What follows belongs to an exercise in optimizing a design on an open flow for small area, a short achievable clock period and few clock cycles; a production flow would make more cautious choices.
Only simulation tests tie the RTL to the original design; equivalence was not proved.
Power figures rest on the tool's default switching activity, not on a simulated workload.

## run.sh

```bash
#!/bin/bash
# synth_recipe.tcl (not shown) runs the flow's synth.tcl, then flattens the netlist and writes it again
# the make line also repeats each setting of config.mk as NAME=value (left out here)
make -C /OpenROAD-flow-scripts/flow DESIGN_CONFIG=/design/flow/config.mk WORK_HOME=/design/flow/orfs CLKGATE_MAP_FILE= SYNTH_SCRIPT=/design/flow/synth_recipe.tcl finish
```

## config.mk

```make
export PLATFORM = sky130hd
export DESIGN_NAME = convUnit
export DESIGN_NICKNAME = convUnit
export VERILOG_FILES = /design/flow/design.v
export SDC_FILE = /design/flow/constraint.sdc
export NUM_CORES = 4
export LEC_CHECK = 0
export CAP_MARGIN = 20
export CORE_AREA = 5 5 285 285
export DIE_AREA = 0 0 290 290
export SLEW_MARGIN = 20
```

## constraint.sdc

```tcl
create_clock -name core_clock -period 16.0 [get_ports {clk}]
set_input_delay 3.2000 -clock core_clock [delete_from_list [all_inputs] [get_ports {clk}]]
set_output_delay 3.2000 -clock core_clock [all_outputs]
set_load 0.01 [all_outputs]
```

## design.v

```verilog
`timescale 100 ns / 10 ps
module floatMult16 (floatA, floatB, product);
input  [15:0] floatA, floatB;
output [15:0] product;
wire [21:0] p = {1'b1, floatA[9:0]} * {1'b1, floatB[9:0]};
wire [5:0]  esum = {1'b0, floatA[14:10]} + {1'b0, floatB[14:10]};
wire [6:0]  e = {1'b0, esum} - 7'd15 + {6'd0, p[21]};
wire [9:0]  m = p[21] ? p[20:11] : p[19:10];
wire        zero = (floatA == 16'd0) | (floatB == 16'd0) | e[6] | e[5];
assign product = zero ? 16'd0 : {floatA[15] ^ floatB[15], e[4:0], m};
endmodule
`timescale 100 ns / 10 ps
module floatAdd16 (floatA, floatB, sum);
input  [15:0] floatA, floatB;
output [15:0] sum;
wire a_zero = (floatA == 16'd0);
wire b_zero = (floatB == 16'd0);
wire cancel = (floatA[14:0] == floatB[14:0]) & (floatA[15] ^ floatB[15]);
wire a_big  = (floatA[14:0] >= floatB[14:0]);
wire [15:0] x = a_big ? floatA : floatB;    
wire [15:0] y = a_big ? floatB : floatA;
wire [4:0]  ex = x[14:10];
wire [4:0]  d  = x[14:10] - y[14:10];
wire [10:0] fx = {1'b1, x[9:0]};
wire [10:0] fy = {1'b1, y[9:0]} >> d;
wire        sub = floatA[15] ^ floatB[15];
wire [11:0] s   = {1'b0, fx} + {1'b0, fy};
wire [5:0]  es  = {1'b0, ex} + {5'd0, s[11]};
wire [9:0]  ms  = s[11] ? s[10:1] : s[9:0];
wire        zs  = es[5];
wire [10:0] r = fx - fy;
reg  [3:0]  lz;
integer k;
always @(*) begin
    lz = 4'd10;
    for (k = 0; k <= 10; k = k + 1)
        if (r[k]) lz = 4'd10 - k[3:0];
end
wire [10:0] rn = r << lz;
wire [5:0]  ed = {1'b0, ex} - {2'b0, lz};
wire        zd = ed[5];
wire [4:0] eo = sub ? ed[4:0] : es[4:0];
wire [9:0] mo = sub ? rn[9:0] : ms;
wire       zo = sub ? zd : zs;
assign sum = a_zero ? floatB :
             b_zero ? floatA :
             (cancel | zo) ? 16'd0 : {x[15], eo, mo};
endmodule
`timescale 100 ns / 10 ps
module processingElement16(clk,reset,floatA,floatB,valid,result);
parameter DATA_WIDTH = 16;
input clk, reset;
input [DATA_WIDTH-1:0] floatA, floatB;
input valid;
output reg [DATA_WIDTH-1:0] result;
wire [DATA_WIDTH-1:0] multResult;
wire [DATA_WIDTH-1:0] addResult;
reg  [DATA_WIDTH-1:0] product;
reg                   pvalid;
floatMult16 FM (floatA,floatB,multResult);
floatAdd16 FADD (product,result,addResult);
always @ (posedge clk) begin
	product <= multResult;
end
always @ (posedge clk or posedge reset) begin
	if (reset == 1'b1) begin
		pvalid <= 1'b0;
		result <= 0;
	end else begin
		pvalid <= valid;
		if (pvalid) result <= addResult;
	end
end
endmodule
`timescale 100 ns / 10 ps
module convUnit (
    clk,
    reset,
    image,
    filter,
    result,
    done
);
    parameter DATA_WIDTH = 16;
    parameter D = 1;
    parameter F = 5;
    localparam N = D*F*F;
    input clk, reset;
    input [N*DATA_WIDTH-1:0] image, filter;
    output [DATA_WIDTH-1:0] result;
    output reg done;   
    reg  [N-1:1] nz;       
    reg  [N-1:1] used;     
    reg          last;     
    reg          valid;    
    reg  [DATA_WIDTH-1:0] opA, opB;
    wire [N-1:1] pend = nz & ~used;
    wire [N-1:1] sel;
    wire [N-1:0] pick;
    genvar t;
    generate
        for (t = 1; t < N; t = t + 1) begin : g_sel
            if (t == 1) begin : g_first
                assign sel[t] = pend[t];
            end else begin : g_rest
                assign sel[t] = pend[t] & ~|pend[t-1:1];
            end
            assign pick[t] = sel[t] & ~reset;
        end
    endgenerate
    assign pick[0] = reset;
    wire any = |pend;
    reg [DATA_WIDTH-1:0] muxA, muxB;
    integer j;
    always @(*) begin
        muxA = 0;
        muxB = 0;
        for (j = 0; j < N; j = j + 1) begin
            muxA = muxA | ({DATA_WIDTH{pick[j]}} & image[DATA_WIDTH*j+:DATA_WIDTH]);
            muxB = muxB | ({DATA_WIDTH{pick[j]}} & filter[DATA_WIDTH*j+:DATA_WIDTH]);
        end
    end
    integer e;
    always @(posedge clk) begin
        for (e = 1; e < N; e = e + 1)
            nz[e] <= |image[DATA_WIDTH*e+:DATA_WIDTH];
        opA <= muxA;
        opB <= muxB;
        valid <= reset | (any & ~last);
    end
    always @(posedge clk, posedge reset) begin
        if (reset == 1'b1) begin
            used <= 0;
            last <= 1'b0;
            done <= 1'b0;
        end else begin
            used <= used | sel;
            last <= last | ~any;
            done <= last;
        end
    end
    processingElement16 PE (
        .clk   (clk),
        .reset (reset),
        .floatA(opA),
        .floatB(opB),
        .valid (valid),
        .result(result)
    );
endmodule
```

==> reports/metrics.cfg <==
[critical_path]
crit_buf_inv = 2
path_max_fanout = 26
start_kind = flop
cp.required_ns = 16.40
crit_slowest_cell = and2_1
critPathCaptureType = flop
cpPeakStageDelay_ns = 0.84
arrival_ns = 11.22
cp_top_family = simple AND/OR/NAND/NOR gates
critPathKind = reg -> reg

[finish]
fin_cells = 3841
area_growth_pct = 61.5
nets = 3738
drive_above_1_share = 0.0533

[sta]
hold_viol_final = 0
fin_skew_ns = 0.0144
grt_setup_unrepaired = false
tns_ns = 0
max_freq_mhz = 92.4
setup_violations = 0
slew_violations = 0
worst_pin_slew_ns = 1.08
period_minus_slack_ns = 10.82
period_share = 0.676
relSlewSlack = 0.271

[routing]
wl_per_cell_um = 36.5
num_vias = 21803
drt-total-wl_um = 140000
viasPerCell = 5.68
ant_nets = 0
drtPass1Iterations = 8
drt-initial-drc-count = 2440
route.detailed.drc = 0

[clock_network]
postCtsSetupBuffers = 0
htreeDepth = 4
ctsHoldBuffers = 0
cts_tree = done
clock_latency_ns = 0.46
cts_buffers = 17
path_clk_slew_ns = 0.06
cts_buffer_depth = 2
clock_sinks = 116
cts-resized-gates = 0
ctsRootBufferMaster = clkbuf_16

[yosys]
synth_seq_cells = 116
synth_top_cells_by_count = inv_1, a221oi_1, a22oi_1, clkbuf_1, nor4_1
async_flop_share = 0.371
yosys.area.top_type_share = 0.102
synth_ff_type = dfxtp_1
synth_edf_count = 0
synthDistinctLibCells = 98
synth_fp_nets = 3002
syn_inst = 2009
yosys-top-cells-area = fa_1, dfxtp_1, ha_1
synth.most_common_cell = inv_1
syn_area_per_cell_um2 = 8.09
ys_seq_area_frac = 0.156
yosys_warnings = 3
syn_area_um2 = 16300
yosys.area.top_type = fa_1

[die]
core-area_um2 = 77600
initial_utilization = 0.210
die_h_um = 290
die-area_um2 = 84100
fp.dieW_um = 290
ios = 819
row_count = 102

[run_status]
status = complete, no violations

[grt]
grt_pass1_vias = 21245
grt_max_degree = 48
grt_pass1_wl_um = 184000
grt_antenna_before_repair = 92
grt_usage = 0.314
overflow = 0

[job]
max-cap-violations = 0

[placement]
place_hpwl_um = 124000
numPortBuffers = 818
gp_congestion = 1.02
dp_cells = 3766

[pwr]
power_density_nw_per_um2 = 147
p_leak_nw = 10.2
peakVddDrop_mv = 0.193

[worst_hold_path]
hold_path_class = reg -> reg

==> report_power, final <==
group	total, mW	switching (mW)	internal (mW)
combinational	3.09	1.88	1.21
clock	0.375	0.158	0.217
sequential	0.389	0.0597	0.329
==> cell families (layout without fill, tap and decap cells) <==
logic type               count (synthesis)  in the layout  synth area share
multiplexers                            31             31            0.0209
buffers and inverters                  325           1074            0.0795
XOR/XNOR                                34             34            0.0183
AO/OA/AOI/OAI                          681            681             0.326
AND/OR/NAND/NOR                        631            631             0.214
adder cells (fa/ha/maj)                191            191             0.185
flip-flops                             116            116             0.156
other                                    0             43                 0
==> worst register-to-register path, delay by kind of cell, from the launching register on <==
kind                       cells  cell delay [ns]
adders and majority gates      4             1.72
AOI/OAI and AO/OA             11             2.86
DFF                            1             0.45
buffers and inverters          2             0.24
and+or+nand+nor               15             4.34
xor gates and xnor gates       2             1.13
==> routing by layer <==
layer | wire length (µm) | GRT usage
met1 | 51300 | 0.358
met2 | 66300 | 0.533
met3 | 13200 | 0.0892
met4 | 9350 | 0.170
met5 | 188 | 0
==> cell usage in the layout, fill, tap and decap left out, types with 18 or more instances in the layout <==
master | synthesis | routed
a21o_1 | 25 | 25
a21oi_1 | 81 | 81
a221o_1 | 96 | 96
a221oi_1 | 130 | 130
a22o_1 | 33 | 33
a22oi_1 | 130 | 130
and2_1 | 68 | 68
and3_1 | 39 | 39
buf_4 | 2 | 39
clkbuf_16 | 0 | 18
clkdlybuf4s50_1 | 0 | 817
dfrtp_1 | 43 | 43
dfxtp_1 | 73 | 73
diode_2 | 0 | 43
fa_1 | 83 | 83
ha_1 | 108 | 108
inv_1 | 183 | 182
mux2i_1 | 24 | 24
nand2_1 | 114 | 114
nand2b_1 | 21 | 21
nand3_1 | 81 | 81
nand4_1 | 28 | 28
nor2_1 | 81 | 80
nor4_1 | 116 | 111
o21ai_0 | 71 | 71
xnor2_1 | 26 | 26
==> registers in the layout, summed over array words and instances (netlist names) <==
signal / flops
opB: 16
PE.pvalid: 1
used: 24
PE.result: 16
last: 1
done: 1
opA: 16
valid: 1
nz: 24
PE.product: 16
==> worst paths after layout <==
kind                            cells after the start             to  slack, ns     startpoint
worst min-delay path                                0      PE.pvalid       0.32          valid
max in group asynchronous                           3  PE.result[11]      12.06          reset
min in group asynchronous                           2       used[11]       2.86          reset
worst max register to register                     34   PE.result[7]       5.18  PE.result[10]
worst min register to register                      0      PE.pvalid       0.32          valid
worst max-delay path                               34   PE.result[7]       5.18  PE.result[10]
==> per-stage QoR <==
stage / total power [mW] / setup WS, ns / utilization / instance area (µm²) / hold slack [ns]
after floorplan: 2.39 / 8.17 / - / 16300 / 0.316
after global placement: 3.43 / 5.64 / 0.330 / 25600 / 0.321
after detailed placement: 3.39 / 5.45 / 0.330 / 25600 / 0.323
after CTS: 3.79 / 5.40 / 0.337 / 26200 / 0.324
after global routing: 4.08 / 4.56 / 0.338 / 26200 / 0.332
final: 3.85 / 5.18 / 0.338 / 26300 / 0.323
==> area by class of cell <==
class                           count  area [µm²]
Fill cell                        8336       51300
Multi-Input combinational cell   1568       12600
Timing Repair Buffer              856        8470
Sequential cell                   116        2540
Tap cell                         1040        1300
Inverter                          186         699
Clock buffer                       20         478
Antenna cell                       43         108
Clock inverter                     12        91.3
Testbench counts, summed over its fixed seeds: cycles 10,736.

[static timing again, ports no longer ideal]
The results above use ideal ports. As a check the final layout listed here was re-extracted and re-timed, cells and wires unchanged. Step 1: set_driving_cell puts a clkbuf_16 on clk and a buf_2 on each other input, an assumption about the parent block. Step 2 also shifts input and output timing later by t, the mid clock arrival at the registers, as if the neighbouring blocks saw the same clock. a / b / c = ideal ports / drivers / drivers and shift; a / b = the first two.
shift t [ns]: 0.518
setup WS [ns]: 5.182 / 5.182 / 5.182
latest minus earliest clock arrival (ns): 0.015 / 0.014
worst register clock-pin slew, ns: 0.07 / 0.07
cell pins on the clock port's net: 1
After both steps this run still meets setup and hold. The setup slack of this run moves by 0.000 ns with the drivers and by 0.000 ns with both steps.
